What follows belongs to an exercise in optimizing a design on an open flow for small area, a short achievable clock period and few clock cycles; a production flow would make more cautious choices.
In this exercise RTL edits were held to simulation tests only and were not proved equivalent to the original.
Power figures rest on the tool's default switching activity, not on a simulated workload.

==> flow/design.v <==
module maxpooling(
    input clk,
    input rst,
    input i_valid,
    output reg [15:0] address,
    output reg o_valid
);
reg [12:0] need_address_count_r;
reg [12:0] need_address_count_c;
reg [2:0] row_cnt;
reg [2:0] column_cnt;
reg [2:0] S_row_cnt;
reg [2:0] S_column_cnt;
reg [15:0] n_c;
reg [15:0] r_c;
reg [15:0] next_cnt;
always@(posedge clk)begin
    if(rst==1)begin
        address<=0;
        row_cnt<=0;
        column_cnt<=0;
        next_cnt<=0;
        need_address_count_r<=0;
        need_address_count_c<=0;
        S_row_cnt<=1;
        S_column_cnt<=2;
        n_c<=0;
        r_c<=0;
        o_valid<=0;
    end
    else if (i_valid) begin
            if(row_cnt<S_row_cnt) begin
               address<=column_cnt*5+n_c/4+row_cnt+r_c*5+next_cnt*100;
               row_cnt<=row_cnt+1; 
               o_valid<=1;
            end else if(column_cnt<S_column_cnt) begin
                column_cnt<=column_cnt+1;
                row_cnt<=0;
                o_valid<=0;
            end else if(need_address_count_r<1) begin
                column_cnt<=0;
                row_cnt<=0;
                need_address_count_r<=need_address_count_r+1;
                o_valid<=0;
            end else if(need_address_count_r<17) begin
                column_cnt<=0;
                row_cnt<=0;
                S_row_cnt<=2;
                need_address_count_r<=need_address_count_r+1;
                o_valid<=0;
                if(need_address_count_r==2) begin
                    n_c<=n_c;
                end else begin
                    n_c<=n_c+1;
                end
            end else if(need_address_count_r<19) begin
                S_row_cnt<=1;
                row_cnt<=0;
                column_cnt<=0;
                o_valid<=0;
                n_c<=n_c+1;
                need_address_count_r<=need_address_count_r+1;
            end else if(need_address_count_c<1) begin
                S_column_cnt<=3;
                o_valid<=0;
                row_cnt<=0;
                column_cnt<=0;
                need_address_count_r<=0;
                need_address_count_c<=need_address_count_c+1;
                n_c<=0;
            end else if(need_address_count_c<2) begin
                S_column_cnt<=4;
                o_valid<=0;
                row_cnt<=0;
                column_cnt<=0;
                need_address_count_r<=0;
                n_c<=0;
                need_address_count_c<=need_address_count_c+1;
            end else if(need_address_count_c<17) begin
                r_c<=r_c+1;
                S_column_cnt<=4;
                o_valid<=0;
                row_cnt<=0;
                column_cnt<=0;
                need_address_count_r<=0;
                n_c<=0;
                need_address_count_c<=need_address_count_c+1;
            end else if(need_address_count_c<18) begin
                r_c<=r_c+1;
                S_column_cnt<=3;
                o_valid<=0;
                row_cnt<=0;
                column_cnt<=0;
                need_address_count_r<=0;
                n_c<=0;
                need_address_count_c<=need_address_count_c+1;
            end else if(need_address_count_c<19) begin
                r_c<=r_c+1;
                S_column_cnt<=2;
                n_c<=0;
                row_cnt<=0;
                column_cnt<=0;
                o_valid<=0;
                need_address_count_r<=0;
                need_address_count_c<=need_address_count_c+1;
            end 
            else begin
            need_address_count_c<=0;
            need_address_count_r<=0;
            o_valid<=0;
            n_c<=0;
                row_cnt<=0;
                column_cnt<=0;
                o_valid<=0;
                next_cnt<=1+next_cnt;
            end
        end else begin
            o_valid<=0;
            row_cnt<=0;
        end
    end
endmodule
module maxpooling_i(
    input clk,
    input rst,
    input i_valid,
    input [63:0] i_data,
    output reg o_valid,
    output reg [15:0] o_data
);
reg [15:0] desire_data [0:39];
reg [15:0] max_temp;
reg [15:0] max_value;
reg [15:0] row_cnt;
reg [15:0] column_cnt;
reg [15:0] cnt;
reg [15:0] cnt_counter;
reg [15:0] next_matrix;
reg [15:0] matrix_cnt;
reg [15:0] row_size;
reg [2:0] step;
reg [15:0] timing_cnt;
reg [1:0]check;
reg [10:0] max_temp_cnt;
reg i_valid_u;
integer k;
reg [15:0] m1 [0:19];
reg [15:0] m2 [0:9];
reg [15:0] m3 [0:4];
reg [15:0] m4a, m4b, m5, dmax;
always @(*) begin
    for (k = 0; k < 20; k = k + 1)
        m1[k] = (desire_data[2*k+1] > desire_data[2*k]) ? desire_data[2*k+1] : desire_data[2*k];
    for (k = 0; k < 10; k = k + 1)
        m2[k] = (m1[2*k+1] > m1[2*k]) ? m1[2*k+1] : m1[2*k];
    for (k = 0; k < 5; k = k + 1)
        m3[k] = (m2[2*k+1] > m2[2*k]) ? m2[2*k+1] : m2[2*k];
    m4a = (m3[1] > m3[0]) ? m3[1] : m3[0];
    m4b = (m3[3] > m3[2]) ? m3[3] : m3[2];
    m5 = (m4b > m4a) ? m4b : m4a;
    dmax = (m3[4] > m5) ? m3[4] : m5;
end
reg [10:0] padding_cnt;
reg [10:0] padding_signal;
always@(posedge clk) begin
    if(i_valid||i_valid_u==1) begin
    if(cnt<cnt_counter+padding_signal*2) begin
    max_temp <= dmax;
         cnt<=cnt+1;
          o_valid<=0;
          check<=1;
    i_valid_u<=1;
    end 
   else begin
    max_temp_cnt<=0;
    o_valid<=1;
    cnt<=0;
    o_data <= max_temp;
    check<=2;
    i_valid_u<=0;
     matrix_cnt<=matrix_cnt+1;
     timing_cnt<=timing_cnt+1;
    end
end else begin
   o_data <= 0;
      o_valid<=0;
          desire_data[0]<=0;desire_data[1]<=0;desire_data[2]<=0;desire_data[3]<=0;desire_data[4]<=0;
    desire_data[5]<=0;desire_data[6]<=0;desire_data[7]<=0;desire_data[8]<=0;desire_data[9]<=0;
    desire_data[10]<=0;desire_data[11]<=0;desire_data[12]<=0;desire_data[13]<=0;desire_data[14]<=0;
    desire_data[15]<=0;desire_data[16]<=0;desire_data[17]<=0;desire_data[18]<=0;desire_data[19]<=0;
    desire_data[21]<=0;desire_data[22]<=0;desire_data[23]<=0;desire_data[24]<=0;desire_data[25]<=0;desire_data[20]<=0;
    desire_data[26]<=0;desire_data[27]<=0;desire_data[28]<=0;desire_data[29]<=0;desire_data[30]<=0;
    desire_data[31]<=0;desire_data[32]<=0;desire_data[33]<=0;desire_data[34]<=0;desire_data[35]<=0;
    desire_data[36]<=0;desire_data[37]<=0;desire_data[38]<=0;desire_data[39]<=0;
    max_temp <= 0;
    next_matrix<=0; 
    step<=0;
end
    if(rst==1)begin
    i_valid_u<=0;
    desire_data[0]<=0;desire_data[1]<=0;desire_data[2]<=0;desire_data[3]<=0;desire_data[4]<=0;
    desire_data[5]<=0;desire_data[6]<=0;desire_data[7]<=0;desire_data[8]<=0;desire_data[9]<=0;
    desire_data[10]<=0;desire_data[11]<=0;desire_data[12]<=0;desire_data[13]<=0;desire_data[14]<=0;
    desire_data[15]<=0;desire_data[16]<=0;desire_data[17]<=0;desire_data[18]<=0;desire_data[19]<=0;
    desire_data[21]<=0;desire_data[22]<=0;desire_data[23]<=0;desire_data[24]<=0;desire_data[25]<=0;desire_data[20]<=0;
    desire_data[26]<=0;desire_data[27]<=0;desire_data[28]<=0;desire_data[29]<=0;desire_data[30]<=0;
    desire_data[31]<=0;desire_data[32]<=0;desire_data[33]<=0;desire_data[34]<=0;desire_data[35]<=0;
    desire_data[36]<=0;desire_data[37]<=0;desire_data[38]<=0;desire_data[39]<=0;
        max_temp_cnt<=0;
        max_value <= 0;
        row_cnt<=0;
        next_matrix<=0;
        cnt_counter<=6;
        cnt<=0;
        column_cnt<=0;
        row_size<=3;
        matrix_cnt<=0;
        step<=0;
        timing_cnt<=0;
        o_valid<=0;
        o_data<=0;
        check<=0;
        padding_cnt<=0;
        padding_signal<=0;
    end
    else if (i_valid)begin 
    if(next_matrix<row_size+padding_cnt*2) begin
            if(step==1) begin
                step<=0;
            end else begin
                step<=step+1;
            end
            if(matrix_cnt>1&&matrix_cnt<18&&step==0)begin
                if(timing_cnt%4==2)begin
                    desire_data[next_matrix*4]  <= i_data[15:0];
                    desire_data[next_matrix*4+1]<= i_data[31:16];
                    desire_data[next_matrix*4+2]<= i_data[47:32];
                    desire_data[next_matrix*4+3]<= i_data[63:48];
                end
                else if(timing_cnt%4==3)begin
                    desire_data[next_matrix*4]  <= 0;
                    desire_data[next_matrix*4+1]<= i_data[31:16];
                    desire_data[next_matrix*4+2]<= i_data[47:32];
                    desire_data[next_matrix*4+3]<= i_data[63:48];
                end
                else if(timing_cnt%4==0)begin
                    desire_data[next_matrix*4]  <= 0;
                    desire_data[next_matrix*4+1]<= 0;
                    desire_data[next_matrix*4+2]<= i_data[47:32];
                    desire_data[next_matrix*4+3]<= i_data[63:48];
                end
                else if(timing_cnt%4==1)begin
                    desire_data[next_matrix*4]  <= 0;
                    desire_data[next_matrix*4+1]<= 0;
                    desire_data[next_matrix*4+2]<= 0;
                    desire_data[next_matrix*4+3]<= i_data[63:48];
                end
            end 
            else if(matrix_cnt>1&&matrix_cnt<18&&step==1)begin
                if(timing_cnt%4==2)begin
                    desire_data[next_matrix*4]  <= i_data[15:0];
                    desire_data[next_matrix*4+1]<= 0;
                    desire_data[next_matrix*4+2]<= 0;
                    desire_data[next_matrix*4+3]<= 0;
                end
                else if(timing_cnt%4==3)begin
                    desire_data[next_matrix*4]  <= i_data[15:0];
                    desire_data[next_matrix*4+1]<= i_data[31:16];
                    desire_data[next_matrix*4+2]<= 0;
                    desire_data[next_matrix*4+3]<= 0;
                end
                else if(timing_cnt%4==0)begin
                    desire_data[next_matrix*4]  <= i_data[15:0];
                    desire_data[next_matrix*4+1]<= i_data[31:16];
                    desire_data[next_matrix*4+2]<= i_data[47:32];
                    desire_data[next_matrix*4+3]<= 0;
                end
                else if(timing_cnt%4==1)begin
                    desire_data[next_matrix*4]  <= i_data[15:0];
                    desire_data[next_matrix*4+1]<= i_data[31:16];
                    desire_data[next_matrix*4+2]<= i_data[47:32];
                    desire_data[next_matrix*4+3]<= i_data[63:48];
                end           
                o_valid<=0;
                o_data<=0;
            end else begin
                    if (matrix_cnt==19) begin
                        desire_data[next_matrix*4]  <= 0;
                    end else begin
                        desire_data[next_matrix*4]  <= i_data[15:0];
                    end
                    desire_data[next_matrix*4+1]<= i_data[31:16];
                    desire_data[next_matrix*4+2]<= i_data[47:32];
                    if (row_size==3)begin
                        desire_data[next_matrix*4+3]<= 0;
                    end else begin
                        desire_data[next_matrix*4+3]<= i_data[63:48];
                    end
                end
            next_matrix<=next_matrix+1;
            o_valid<=0;
            o_data<=0;
    end 
end else if (matrix_cnt==0) begin
    check<=3;
end 
else if (matrix_cnt==1)begin
        row_size<=4;
    end else if (matrix_cnt>1&&matrix_cnt<18)begin;
        row_size<=6;
        cnt_counter<=9+padding_signal;
    end else if (matrix_cnt>16&&matrix_cnt<19)begin
        row_size<=4;
        cnt_counter<=6;
    end else if (matrix_cnt>19&&matrix_cnt<20)begin
        row_size<=3;
        cnt_counter<=6;
    end else if (matrix_cnt==20)begin
    if (padding_cnt==0||padding_cnt==17) begin
    padding_signal<=1;
    end else if (padding_cnt==18)begin
    padding_signal<=0;
    end else begin
    padding_signal<=2;
    end
    padding_cnt<=padding_cnt+1;
        matrix_cnt<=0;
        row_size<=3;
        cnt_counter<=6;
    end 
end
endmodule
module top(
    input wire clk,
    input wire rst,
    input wire [63:0]i_data,                     
    input wire start,
    output wire [15:0]address,                   
    output wire o_valid,                    
    output reg [63:0]out_data,
    output reg out_valid,
    output reg done,
    output reg [15:0] o_address,
    output reg [9:0] done_cnt
    );
    reg i_valid;
    reg [5:0] cnt;
    reg first;
    reg en;
    reg [2:0]check;
    reg [9:0] padding_cnt;
    reg [9:0] padding_count;
    reg [9:0] total_cnt;
    reg [9:0] max_cnt;
    reg [3:0] o_address_cnt;
    reg [15:0]  o_data_1, o_data_2, o_data_3, o_data_4;
    reg [5:0] cnt_output;
    wire [15:0] o_data;
    reg trigger;
    wire valid;
always@(posedge clk) begin
        done<=0;
        out_valid<=0;
    if (valid==1||trigger==1) begin
        if (max_cnt<=400||trigger==1) begin
        o_address_cnt<=o_address_cnt+1;
        if(max_cnt==403) begin
        done_cnt<=done_cnt+1;
            done<=1;
            max_cnt<=0;
            trigger<=0;
            o_address<=done_cnt*100;
        end
         if(o_address_cnt==0) begin
            if(cnt_output==0) begin
                o_data_1<=o_data;
            end else if (cnt_output==1||cnt_output==2) begin
                o_data_1<=o_data;
                out_data[15:0]<=o_data_1;
                out_data[31:16]<=o_data_2;
                out_data[47:32]<=o_data_3;
                out_data[63:48]<=o_data_4;
                out_valid<=1;
                if (cnt_output==1) begin
                cnt_output<=2;
                end else if (cnt_output==2) begin
                o_address<=o_address+1+done_cnt*100;
                end
            end
            end
         else if(o_address_cnt==1) begin
         o_data_2<=o_data;
         end 
         else if(o_address_cnt==2) begin
         o_data_3<=o_data;
         end
        else if(o_address_cnt==3) begin
        o_data_4<=o_data;
        o_address_cnt<=0;
        if (cnt_output==0) begin
                cnt_output<=1;
                end else if (cnt_output==2) begin
                cnt_output<=2;
                end
        end
        if(max_cnt==403) begin
        max_cnt<=0;
        end else begin
            max_cnt<=max_cnt+1;
            end
        end
    end
     else if(max_cnt==400) begin
        trigger<=1;
        end 
    if(rst==1) begin
    out_data<=0;
    trigger<=0;
    out_valid<=0;
    o_address<=0;
    max_cnt<=0;
    done<=0;
    cnt<=0;
    first<=0;
    i_valid<=0;
    en<=0;
    check<=0;
    padding_cnt<=0;
    padding_count<=0;
    total_cnt<=0;
    done_cnt<=0;
    o_address_cnt<=0;
    o_data_1<=0;
    o_data_2<=0;
    o_data_3<=0;
    o_data_4<=0;
    cnt_output<=0;
    end
    else if( start==1) begin
        if(padding_cnt>3)begin
            padding_cnt<=0;
            padding_count<=0;
            total_cnt<=total_cnt+1;
            first<=0;
        end
        if(total_cnt==0||total_cnt==19)begin
        if(padding_cnt<2||padding_count>209)begin
            if( first==0||valid==1)begin
                i_valid<=1;
                cnt<=cnt+1;
                first<=1;
                check<=1;
            end 
            else if (cnt==4||cnt==6||cnt==2) begin
                en<=1;
                check<=2;
                cnt<=cnt+1;
            end  
            else if(cnt==7)begin
                cnt<=cnt+1;       
                check<=3;
                i_valid<=0;
                en<=0;
            end
            else if(cnt==9)begin            
                cnt<=0;
                en<=0;
                padding_cnt<=padding_cnt+1;
            end
            else begin
                cnt<=cnt+1;
                en<=0;
            end
        end  else begin
        padding_count<=padding_count+1;
            if( first==0||valid==1)begin
                i_valid<=1;
                cnt<=cnt+1;
                first<=1;
                check<=1;
            end 
            else if (cnt==3||cnt==2||cnt==5||cnt==6||cnt==8||cnt==9) begin
                en<=1;
                check<=2;
                cnt<=cnt+1;
            end  
            else if(cnt==10)begin
                cnt<=cnt+1;       
                check<=3;
                i_valid<=0;
                en<=0;
            end
            else if(cnt==12)begin            
                cnt<=0;
                en<=0;
            end
            else begin
                cnt<=cnt+1;
                en<=0;
            end            
        end  
    end
        else if(total_cnt==1||total_cnt==18)begin
        if(padding_cnt<2||padding_count>257)begin
            if( first==0||valid==1)begin
                i_valid<=1;
                cnt<=cnt+1;
                first<=1;
                check<=1;
            end 
            else if (cnt==4||cnt==6||cnt==2||cnt==8) begin
                en<=1;
                check<=2;
                cnt<=cnt+1;
            end  
            else if(cnt==9)begin
                cnt<=cnt+1;       
                check<=3;
                i_valid<=0;
                en<=0;
            end
            else if(cnt==11)begin            
                cnt<=0;
                en<=0;
                padding_cnt<=padding_cnt+1;
            end
            else begin
                cnt<=cnt+1;
                en<=0;
            end
        end  else begin
        padding_count<=padding_count+1;
            if( first==0||valid==1)begin
                i_valid<=1;
                cnt<=cnt+1;
                first<=1;
                check<=1;
            end 
            else if (cnt==3||cnt==2||cnt==5||cnt==6||cnt==8||cnt==9||cnt==11||cnt==12) begin
                en<=1;
                check<=2;
                cnt<=cnt+1;
            end  
            else if(cnt==13)begin
                cnt<=cnt+1;       
                check<=3;
                i_valid<=0;
                en<=0;
            end
            else if(cnt==15)begin            
                cnt<=0;
                en<=0;
            end
            else begin
                cnt<=cnt+1;
                en<=0;
            end            
        end  
    end
        else if(total_cnt>1&&total_cnt<19)begin
        if(padding_cnt<2||padding_count>305)begin
            if( first==0||valid==1)begin
                i_valid<=1;
                cnt<=cnt+1;
                first<=1;
                check<=1;
            end 
            else if (cnt==4||cnt==6||cnt==2||cnt==8||cnt==10) begin
                en<=1;
                check<=2;
                cnt<=cnt+1;
            end  
            else if(cnt==11)begin
                cnt<=cnt+1;       
                check<=3;
                i_valid<=0;
                en<=0;
            end
            else if(cnt==13)begin            
                cnt<=0;
                en<=0;
                padding_cnt<=padding_cnt+1;
            end
            else begin
                cnt<=cnt+1;
                en<=0;
            end
        end  else begin
        padding_count<=padding_count+1;
            if( first==0||valid==1)begin
                i_valid<=1;
                cnt<=cnt+1;
                first<=1;
                check<=1;
            end 
            else if (cnt==3||cnt==2||cnt==5||cnt==6||cnt==8||cnt==9||cnt==11||cnt==12||cnt==14||cnt==15) begin
                en<=1;
                check<=2;
                cnt<=cnt+1;
            end  
            else if(cnt==16)begin
                cnt<=cnt+1;       
                check<=3;
                i_valid<=0;
                en<=0;
            end
            else if(cnt==18)begin            
                cnt<=0;
                en<=0;
            end
            else begin
                cnt<=cnt+1;
                en<=0;
            end            
        end  
    end
end
end
maxpooling dut (
        .clk(clk),
        .rst(rst),
        .i_valid(i_valid),
        .address(address),
        .o_valid(o_valid)
    );
maxpooling_i u_value (
        .clk     (clk),
        .rst     (rst),
        .i_valid (en),
        .i_data    (i_data),
        .o_valid (valid),
        .o_data  (o_data)
    );
endmodule
==> flow/run.sh <==
#!/bin/bash
# synth_recipe.tcl (not shown) runs the flow's synth.tcl, then flattens the netlist and writes it again
# the make line also repeats each setting of config.mk as NAME=value (left out here)
make -C /OpenROAD-flow-scripts/flow DESIGN_CONFIG=/design/flow/config.mk WORK_HOME=/design/flow/orfs CLKGATE_MAP_FILE= SYNTH_SCRIPT=/design/flow/synth_recipe.tcl finish
==> flow/config.mk <==
export PLATFORM = sky130hd
export DESIGN_NAME = top
export DESIGN_NICKNAME = top
export VERILOG_FILES = /design/flow/design.v
export SDC_FILE = /design/flow/constraint.sdc
export NUM_CORES = 4
export LEC_CHECK = 0
export CAP_MARGIN = 20
export CORE_MARGIN = 2
export CORE_UTILIZATION = 40
export SLEW_MARGIN = 20
==> flow/constraint.sdc <==
create_clock -name core_clock -period 16.0 [get_ports {clk}]
set_input_delay 3.2000 -clock core_clock [delete_from_list [all_inputs] [get_ports {clk}]]
set_output_delay 3.2000 -clock core_clock [all_outputs]
set_load 0.01 [all_outputs]
==> flow_metrics.tcl, run 1 <==
set metrics [dict create \
    tightest_slew_ns 1.235 \
    antenna_found_initial 36 \
    clk_latency_ns 0.80 \
    async_reset_ff_frac 0 \
    relSlewSlack 0.1743 \
    grt_pass1_wl_mm 323.7 \
    core-area_sq_um 167600 \
    drv_slew 0 \
    fmax_mhz 67.25 \
    critPathMaxStageDelay_ns 0.55 \
    synthSimpleGateAreaFrac 0.1675 \
    die_area_sq_um 172600 \
    worstPathArrival_ns 15.54 \
    synth_compound_area_frac 0.1182 \
    yosysTopAreaCellShare 0.2839 \
    synthCells 7149 \
    drtIter0Drc 4540 \
    grt_pass1_vias 51020 \
    ys_types 96 \
    yosys-top-cells-count "ha_1, nor2_1, inv_1" \
    synth_edf_count 640 \
    nets 8234 \
    port-buffer-count 175 \
    cts_tree "done" \
    cts_max_level 3 \
    p_per_area_nw_per_um2 154.4 \
    finalSetupTns_ns 0 \
    ios 176 \
    dieWidth_microns 415.4 \
    viasPerCell 5.524 \
    synth_fa_ha_area_frac 0.1619 \
    layout-drive-gt1-share 0.06975 \
    crit_top_cell "a21oi_1" \
    clock_path_buffers 3 \
    cap_violations 0 \
    crit_family "compound AO/OA/AOI/OAI gates" \
    start_util 0.4040 \
    drt_wl_total_mm 219.4 \
    vias 53460 \
    synth_top_cell_by_area "edfxtp_1" \
    endpoint_kind "flip-flop" \
    timing_hold_violations_final 0 \
    syn_area_per_cell_sq_um 9.470 \
    overflow 0 \
    cp.required_ns 16.67 \
    peakVddDrop_uv 397.6 \
    num_rows 150 \
    ys_ff_latch 1059 \
    synth_mux_area_frac 0.06768 \
    synth_xor_area_frac 0.02510 \
    rsz0062_at_grt "false" \
    startpoint_type "flip-flop" \
    min_period_over_period 0.9294 \
    synth_area_leaders "edfxtp_1, ha_1, dfxtp_1" \
    crit_buf_inv 4 \
    route.detailed.drc 0 \
    slowest_stage "or3_1" \
    dp_cells 9398 \
    fillers 15970 \
    p_leak_nw 33.65 \
    drt-pass1-iter-count 6 \
    dieHeight_microns 415.4 \
    cts_sinks 1059 \
    ff2ff_setup_slack_ns 1.13 \
    grt_max_degree 174 \
    layout.cells.non_filler 9679 \
    antenna_left 0 \
    crit_type "flip-flop to flip-flop" \
    hp-class "flip-flop to flip-flop" \
    place.detailed.hpwl_mm 153.3 \
    synth.most_common_cell "ha_1" \
    synth_warnings 6 \
    cts-root-buf "clkbuf_16" \
    gp_congestion 0.9457 \
    cts_buffers 121 \
    syn-cell-area_sq_um 67700 \
    clk_pin_slew_ns 0.06 \
    clock_skew_ns 0.05371 \
    ys.flop_type "edfxtp_1" \
    wl_per_cell_microns 22.67 \
    setup_viol 0 \
    final_util 0.4567 \
    synth_seq_area_share 0.4078 \
    outcome "timing/DRC/antenna clean" \
    area_delta_synth_final_pct 13.06 \
    min_period_ns 14.87 \
    crit_fanout 25 \
    grt_usage 0.2487 \
    synth_top_family_by_area "simple AND/OR/NAND/NOR gates" \
]
==> metrics by stage <==
| stage | setup slack, ns | cell area [sq um] | hold slack [ns] | total power [mW] |
|---|---|---|---|---|
| floorplan | 1.538 | 67700 | 0.4302 | 7.027 |
| global placement | 0.9156 | 72270 | 0.4357 | 8.857 |
| detailed placement | 0.6448 | 72270 | 0.4425 | 8.852 |
| CTS | 0.5270 | 76280 | 0.4528 | 11.69 |
| global route | 0.001307 | 76450 | 0.4643 | 12.45 |
| finish | 1.130 | 76540 | 0.4503 | 11.82 |
==> timing repair <==
| item | CTS | global route |
|---|---|---|
| endpoints found under the setup margin | 0 | 16 |
| resized for setup | 0 | 26 |
| setup buffers | 0 | 6 |
| hold buffers | 0 | 0 |
==> kinds of logic (layout without fill, tap and decap cells) <==
group,Yosys count,in the layout
simple gates,2376,2376
compound gates,1295,1295
flops,1059,1059
buf+inv,931,1208
fa+ha+maj,847,847
mux,447,447
xor+xnor,194,194
other cells,0,49
==> final cells by class <==
type                            count  area [sq um]  share of cell area
Antenna cell                       49         122.6            0.001602
Clock buffer                      177          3460             0.04520
Clock inverter                     49         556.8            0.007274
Inverter                          683          2564             0.03349
Multi-Input combinational cell   5159         36860              0.4815
Sequential cell                  1059         27610              0.3607
Tap cell                         2204          2758             0.03603
Timing Repair Buffer              299          2618             0.03420
==> path summary, 6_finish.rpt <==
kind / start / end / cells past startpoint
worst min register to register: o_data_1[8] / out_data[8] / 2
worst min-delay path: o_data_1[8] / out_data[8] / 2
worst max-delay path: u_value.desire_data[17][5] / u_value.max_temp[8] / 76
worst max register to register: u_value.desire_data[17][5] / u_value.max_temp[8] / 76
==> tightest hold or removal path: cells and delay by family (launching register included) <==
| kind | cells | cell delay [ns] |
|---|---|---|
| AND/OR/NAND/NOR | 1 | 0.05 |
| AO/OA/AOI/OAI | 1 | 0.05 |
| flip-flops | 1 | 0.31 |
==> flip-flops by register name (all words and copies together), names as in the netlist, 14 cells and up <==
register and flops:
u_value.desire_data 640, out_data 64, dut.address 16, dut.n_c 16
dut.r_c 16, o_address 16, o_data_1 16, o_data_2 16
o_data_3 16, o_data_4 16, u_value.cnt 16, u_value.matrix_cnt 16
u_value.max_temp 16, u_value.next_matrix 16, u_value.o_data 16, dut.next_cnt 14
==> layout by cell type (no fill, tap or decap), drive strengths merged, types with 23 or more instances in the layout <==
cell,n
o211ai,35
and3,57
and2,343
or3,23
nand2,609
fa,49
nor2,778
o21a,62
nand3,99
ha,795
xnor2,103
o21bai,32
inv,690
dfxtp,419
nand2b,69
buf,144
o21ai,237
a21o,135
mux2i,364
mux2,83
a31oi,48
nor3,62
a21oi,524
a211oi,25
diode,49
nor4,41
clkdlybuf4s50,155
nor2b,72
edfxtp,640
xor2,91
clkinv,31
nand4,140
clkbuf,177
==> power breakdown <==
group	leakage [nW]	total, mW	switching (mW)	internal (mW)
Combinational	20.5	6.08	3.84	2.24
Sequential	11.2	2.92	0.0232	2.90
Clock	1.96	2.82	1.21	1.60
Total	33.7	11.8	5.08	6.74
==> metal layers <==
metal	global-route usage	vias to the layer above	routed length [microns]
met1	0.3228	25760	92860
li1	-	25500	-
met2	0.4104	1805	101200
met3	0.03554	394	14640
met4	0.1109	6	10700
met5	0	-	41
Testbench counts, summed over its fixed seeds: cycles 164,880.
==> run 2: changes to the inputs <==
==> flow/design.v (replaced) <==
module top(
    input  wire        clk,
    input  wire        rst,
    input  wire [63:0] i_data,
    input  wire        start,
    output wire [15:0] address,
    output reg         o_valid,
    output reg  [63:0] out_data,
    output reg         out_valid,
    output reg         done,
    output reg  [15:0] o_address,
    output wire [9:0]  done_cnt
);
    reg  [6:0] n;
    reg  [2:0] m;           
    reg        done_r;
    wire [6:0] n1 = n + 7'd1;
    assign address  = {9'd0, n};
    assign done_cnt = {9'd0, done_r};
    reg row0, flush;        
    reg left, right;        
    always @(posedge clk) begin
        if (rst || !start) begin
            n       <= 7'd0;
            m       <= 3'd0;
            o_valid <= 1'b1;
            row0    <= 1'b0;
            flush   <= 1'b0;
            left    <= 1'b0;
            right   <= 1'b0;
        end else if (n != 7'd114) begin
            n       <= n1;
            m       <= (m == 3'd4) ? 3'd0 : m + 3'd1;
            o_valid <= (n1 < 7'd100);
            row0    <= (n1 >= 7'd2) && (n1 < 7'd7);
            flush   <= (n1 >= 7'd102);
            left    <= (m == 3'd3);            
            right   <= (m == 3'd2);            
        end
    end
    always @(posedge clk) begin
        if (rst) begin
            out_valid <= 1'b0;
            done      <= 1'b0;
            done_r    <= 1'b0;
        end else begin
            out_valid <= start && (n >= 7'd14) && (n <= 7'd113);
            done      <= start && (n == 7'd113);
            if (start && n == 7'd113) done_r <= 1'b1;
        end
    end
    reg  [63:0]  X;
    reg  [255:0] ring [0:4];    
    wire [255:0] head = ring[4];
    wire [63:0]  hA = head[255:192], hB = head[191:128], hC = head[127:64], hD = head[63:0];
    reg  [63:0]  vA, vB, vC, vout;
    function [15:0] vmax(input [15:0] s, input [15:0] x, input r0, input fl);
        vmax = (!r0 && (fl || s > x)) ? s : x;
    endfunction
    integer j;
    always @(*) begin
        for (j = 0; j < 4; j = j + 1) begin
            vout[16*j +: 16] = vmax(hA[16*j +: 16], X[16*j +: 16], row0, flush);
            vA[16*j +: 16]   = vmax(hB[16*j +: 16], X[16*j +: 16], row0, flush);
            vB[16*j +: 16]   = vmax(hC[16*j +: 16], X[16*j +: 16], row0, flush);
            vC[16*j +: 16]   = vmax(hD[16*j +: 16], X[16*j +: 16], row0, flush);
        end
    end
    always @(posedge clk) begin
        X       <= i_data;
        ring[0] <= {vA, vB, vC, X};
        ring[1] <= ring[0];
        ring[2] <= ring[1];
        ring[3] <= ring[2];
        ring[4] <= ring[3];
    end
    reg [63:0] Vr, W1;
    reg [15:0] hprev, p1;
    function [15:0] max2(input [15:0] a, input [15:0] b);
        max2 = (a > b) ? a : b;
    endfunction
    wire [15:0] p2 = W1[15:0], p3 = W1[31:16], p4 = W1[47:32], p5 = W1[63:48];
    wire [15:0] p6 = Vr[15:0], p7 = Vr[31:16];
    wire [15:0] a = max2(p3, p4);
    wire [15:0] g = max2(p2, p3);
    wire [15:0] h = max2(p4, p5);
    wire [15:0] c = max2(p6, p7);
    wire [15:0] d = max2(p2, a);       
    wire [15:0] e = max2(a, p5);       
    wire [15:0] f = max2(g, h);        
    wire [15:0] o0 = (!left  && hprev > d) ? hprev : d;
    wire [15:0] o1 = (!left  && p1 > f)    ? p1    : f;
    wire [15:0] o2 = (!right && p6 > f)    ? p6    : f;
    wire [15:0] o3 = (!right && c > e)     ? c     : e;
    always @(posedge clk) begin
        Vr        <= vout;
        W1        <= Vr;
        hprev     <= h;
        p1        <= p5;
        out_data  <= {o3, o2, o1, o0};
        o_address <= {9'd0, n - 7'd14};
    end
endmodule
==> run 2 against run 1 <==
Net effect:
- still clean on timing, DRC and antenna
- clock-buffer cell count is 32 higher
- maximum frequency is 66% higher
- via count is 52% lower
- power is 9.1% higher
- critical endpoint is now out_data[20]
- largest power group is now registers
==> flow_metrics.tcl, run 2 <==
set metrics [dict create \
    outcome "timing/DRC/antenna clean" \
    drt_wl_total_mm 102.7 \
    drv_slew 0 \
    setup_viol 0 \
    dieWidth_microns 351.3 \
    grt_pass1_wl_mm 155.9 \
    ys_ff_latch 1593 \
    ys.flop_type "dfxtp_1" \
    cts_tree "done" \
    die_area_sq_um 123400 \
    worstPathArrival_ns 9.62 \
    netSwitchingFraction 0.3166 \
    syn_area_per_cell_sq_um 13.31 \
    p_leak_nw 25.26 \
    drt-pass1-iter-count 5 \
    synth_xor_area_frac 0.001996 \
    clk_pin_slew_ns 0.06 \
    synth.most_common_cell "dfxtp_1" \
    endpoint_kind "flip-flop" \
    p_per_area_nw_per_um2 225.6 \
    yosysTopAreaCellShare 0.6608 \
    p_switching_mw 4.080 \
    combPwrFrac 0.311 \
    critPathMaxStageDelay_ns 0.83 \
    startpoint_type "flip-flop" \
    hp-class "flip-flop to flip-flop" \
    hold_buffers 0 \
    overflow 0 \
    synth_compound_area_frac 0.06134 \
    antenna_left 0 \
    cts-root-buf "clkbuf_16" \
    p_int_mw 8.807 \
    fmax_mhz 111.5 \
    dp_cells 5351 \
    crit_type "flip-flop to flip-flop" \
    peakVddDrop_uv 165.0 \
    clock_skew_ns 0.02570 \
    synth_top_cell_by_area "dfxtp_1" \
    synth_area_leaders "dfxtp_1, ha_1, mux2_2" \
    num_rows 127 \
    p_seq_frac 0.396 \
    layout-drive-gt1-share 0.1505 \
    synth_warnings 2 \
    grt_max_degree 31 \
    dieHeight_microns 351.3 \
    route.detailed.drc 0 \
    synth_edf_count 0 \
    worst_r2r_path_depth 28 \
    layout.cells.non_filler 5639 \
    crit_top_cell "a21oi_1" \
    drtIter0Drc 949 \
    core-area_sq_um 119800 \
    yosys-top-cells-count "dfxtp_1, ha_1, mux2_2" \
    slowest_stage "a221o_1" \
    cts_buffers 156 \
    antenna_found_initial 6 \
    min_period_over_period 0.5608 \
    vias 25750 \
    ys_types 66 \
    cp.required_ns 16.64 \
    gp_congestion 0.8881 \
    async_reset_ff_frac 0 \
    syn-cell-area_sq_um 48260 \
    synthSimpleGateAreaFrac 0.04299 \
    nets 4401 \
    grt_usage 0.1683 \
    clk_latency_ns 0.77 \
    place.detailed.hpwl_mm 75.38 \
    largest_register_ffs 1280 \
    min_path_cells 0 \
    min_period_ns 8.972 \
    final_cell_mix "dfxtp_1, ha_1, mux2_2" \
    relSlewSlack 0.3269 \
    crit_fanout 30 \
    port-buffer-count 148 \
    ios 176 \
    power_frac_clock 0.293 \
    tightest_slew_ns 1.009 \
    rsz0062_at_grt "false" \
    cts_sinks 1593 \
    start_util 0.4028 \
    synth_mux_area_frac 0.08960 \
    wl_per_cell_microns 18.21 \
    synthCells 3627 \
    cts_max_level 4 \
    post_cts_buffers 0 \
    synth_top_family_by_area "adder cells" \
    finalSetupTns_ns 0 \
    synth_fa_ha_area_frac 0.1133 \
    timing_hold_violations_final 0 \
    ctsResizeCount 0 \
    synth_seq_area_share 0.6608 \
    viasPerCell 4.566 \
    cap_violations 0 \
    area_delta_synth_final_pct 18.37 \
    regMostFlops "ring" \
    clock_path_buffers 3 \
    final_common_cell "dfxtp_1" \
    grt_pass1_vias 26030 \
]
## run 2: changes by cell type after synthesis, sizes merged, moves of 339 or more
cell    previous run  this run
nor2             778        99
ha               795       437
nand2            609        57
and2             343         4
edfxtp           640         0
dfxtp            419      1593
a21oi            524       130
inv              683       261
## run 2: kinds of logic after synthesis
| logic type | after synthesis |
|---|---|
| DFF | 1593 |
| AOI/OAI and AO/OA | 452 |
| adders and majority gates | 437 |
| and+or+nand+nor | 397 |
| muxes | 389 |
| buffers and inverters | 347 |
| xor gates and xnor gates | 11 |
| other | 1 |
## run 2: power by group through the flow
| stage | registers (mW) | clock network (mW) | logic, mW |
|---|---|---|---|
| 2_1_floorplan | 5.04 | 0 | 2.82 |
| 3_3_place_gp | 5.19 | 0 | 3.94 |
| 3_5_place_dp | 5.20 | 0 | 3.99 |
| 4_1_cts | 5.12 | 3.88 | 4.03 |
| 5_1_grt | 5.18 | 4.04 | 4.44 |
| 6_report | 5.11 | 3.77 | 4.01 |
## run 2: worst paths after layout
path | start | to | slack (ns)
max reg2reg | W1[57] | out_data[20] | 7.03
min reg2reg | ring[3][44] | ring[4][44] | 0.30
max | W1[57] | out_data[20] | 7.03
min | ring[3][44] | ring[4][44] | 0.30
## run 2: area by class of cell
class / count / area (sq um)
clock buffer: 209 / 4394
tap: 1612 / 2017
timing repair buffer: 172 / 1669
antenna: 1 / 2.502
multi-input combinational: 1713 / 15090
clock inverter: 78 / 1077
sequential: 1593 / 31890
inverter: 261 / 979.7
fill: 10680 / 62690
## run 2: through the flow
stage | total power [mW] | instance area [sq um] | util | hold WS [ns] | setup WS [ns]
6_report | 12.89 | 57120 | 0.4768 | 0.3006 | 7.028
5_1_grt | 13.66 | 57120 | 0.4768 | 0.3110 | 6.220
4_1_cts | 13.03 | 57110 | 0.4767 | 0.3010 | 7.160
3_5_place_dp | 9.183 | 51640 | 0.4310 | 0.3121 | 7.194
3_3_place_gp | 9.129 | 51630 | 0.4309 | 0.3095 | 6.992
2_1_floorplan | 7.860 | 48360 | - | 0.3096 | 7.763
## run 2: critical path: cells and delay by family, from the launching register on
| kind | cells | cell delay, ns |
|---|---|---|
| and+or+nand+nor | 7 | 2.25 |
| muxes | 1 | 0.43 |
| adders and majority gates | 3 | 0.90 |
| buffers and inverters | 2 | 0.19 |
| DFF | 1 | 0.38 |
| AOI/OAI and AO/OA | 15 | 4.68 |
## run 2: per-layer routing
metal	global-route usage	up-vias	part of all wire
met3	0.03474	187	0.042
li1	-	12950	-
met1	0.2248	12180	0.48
met2	0.2649	425	0.45
met5	0	-	0.00013
met4	0.07012	2	0.036
Testbench counts of run 2, summed over its fixed seeds: cycles 2,736.

## re-timing with driven ports
In the flow no input, the clock included, has a driving cell. The finished layouts below were timed again as built, in two steps.
Step 1 sets driving cells, clkbuf_16 on the clock port and buf_2 on the other inputs (assumed; they add their load-dependent delay and slew).
Step 2, shift: input delay + t, output delay - t, t = (earliest + latest rising clock arrival at the registers) / 2. This alone moves slack from input paths to output paths.
Three values: no drivers, after step 1, after step 2; two values: the first two.
run | t, ns | setup WS [ns] | cell pins on the clock port's net
run 1 | 0.859 | 1.130 / 1.130 / 1.130 | 1
run 2 | 0.821 | 7.028 / 7.028 / 7.028 | 1
After both steps every run listed still meets setup and hold.
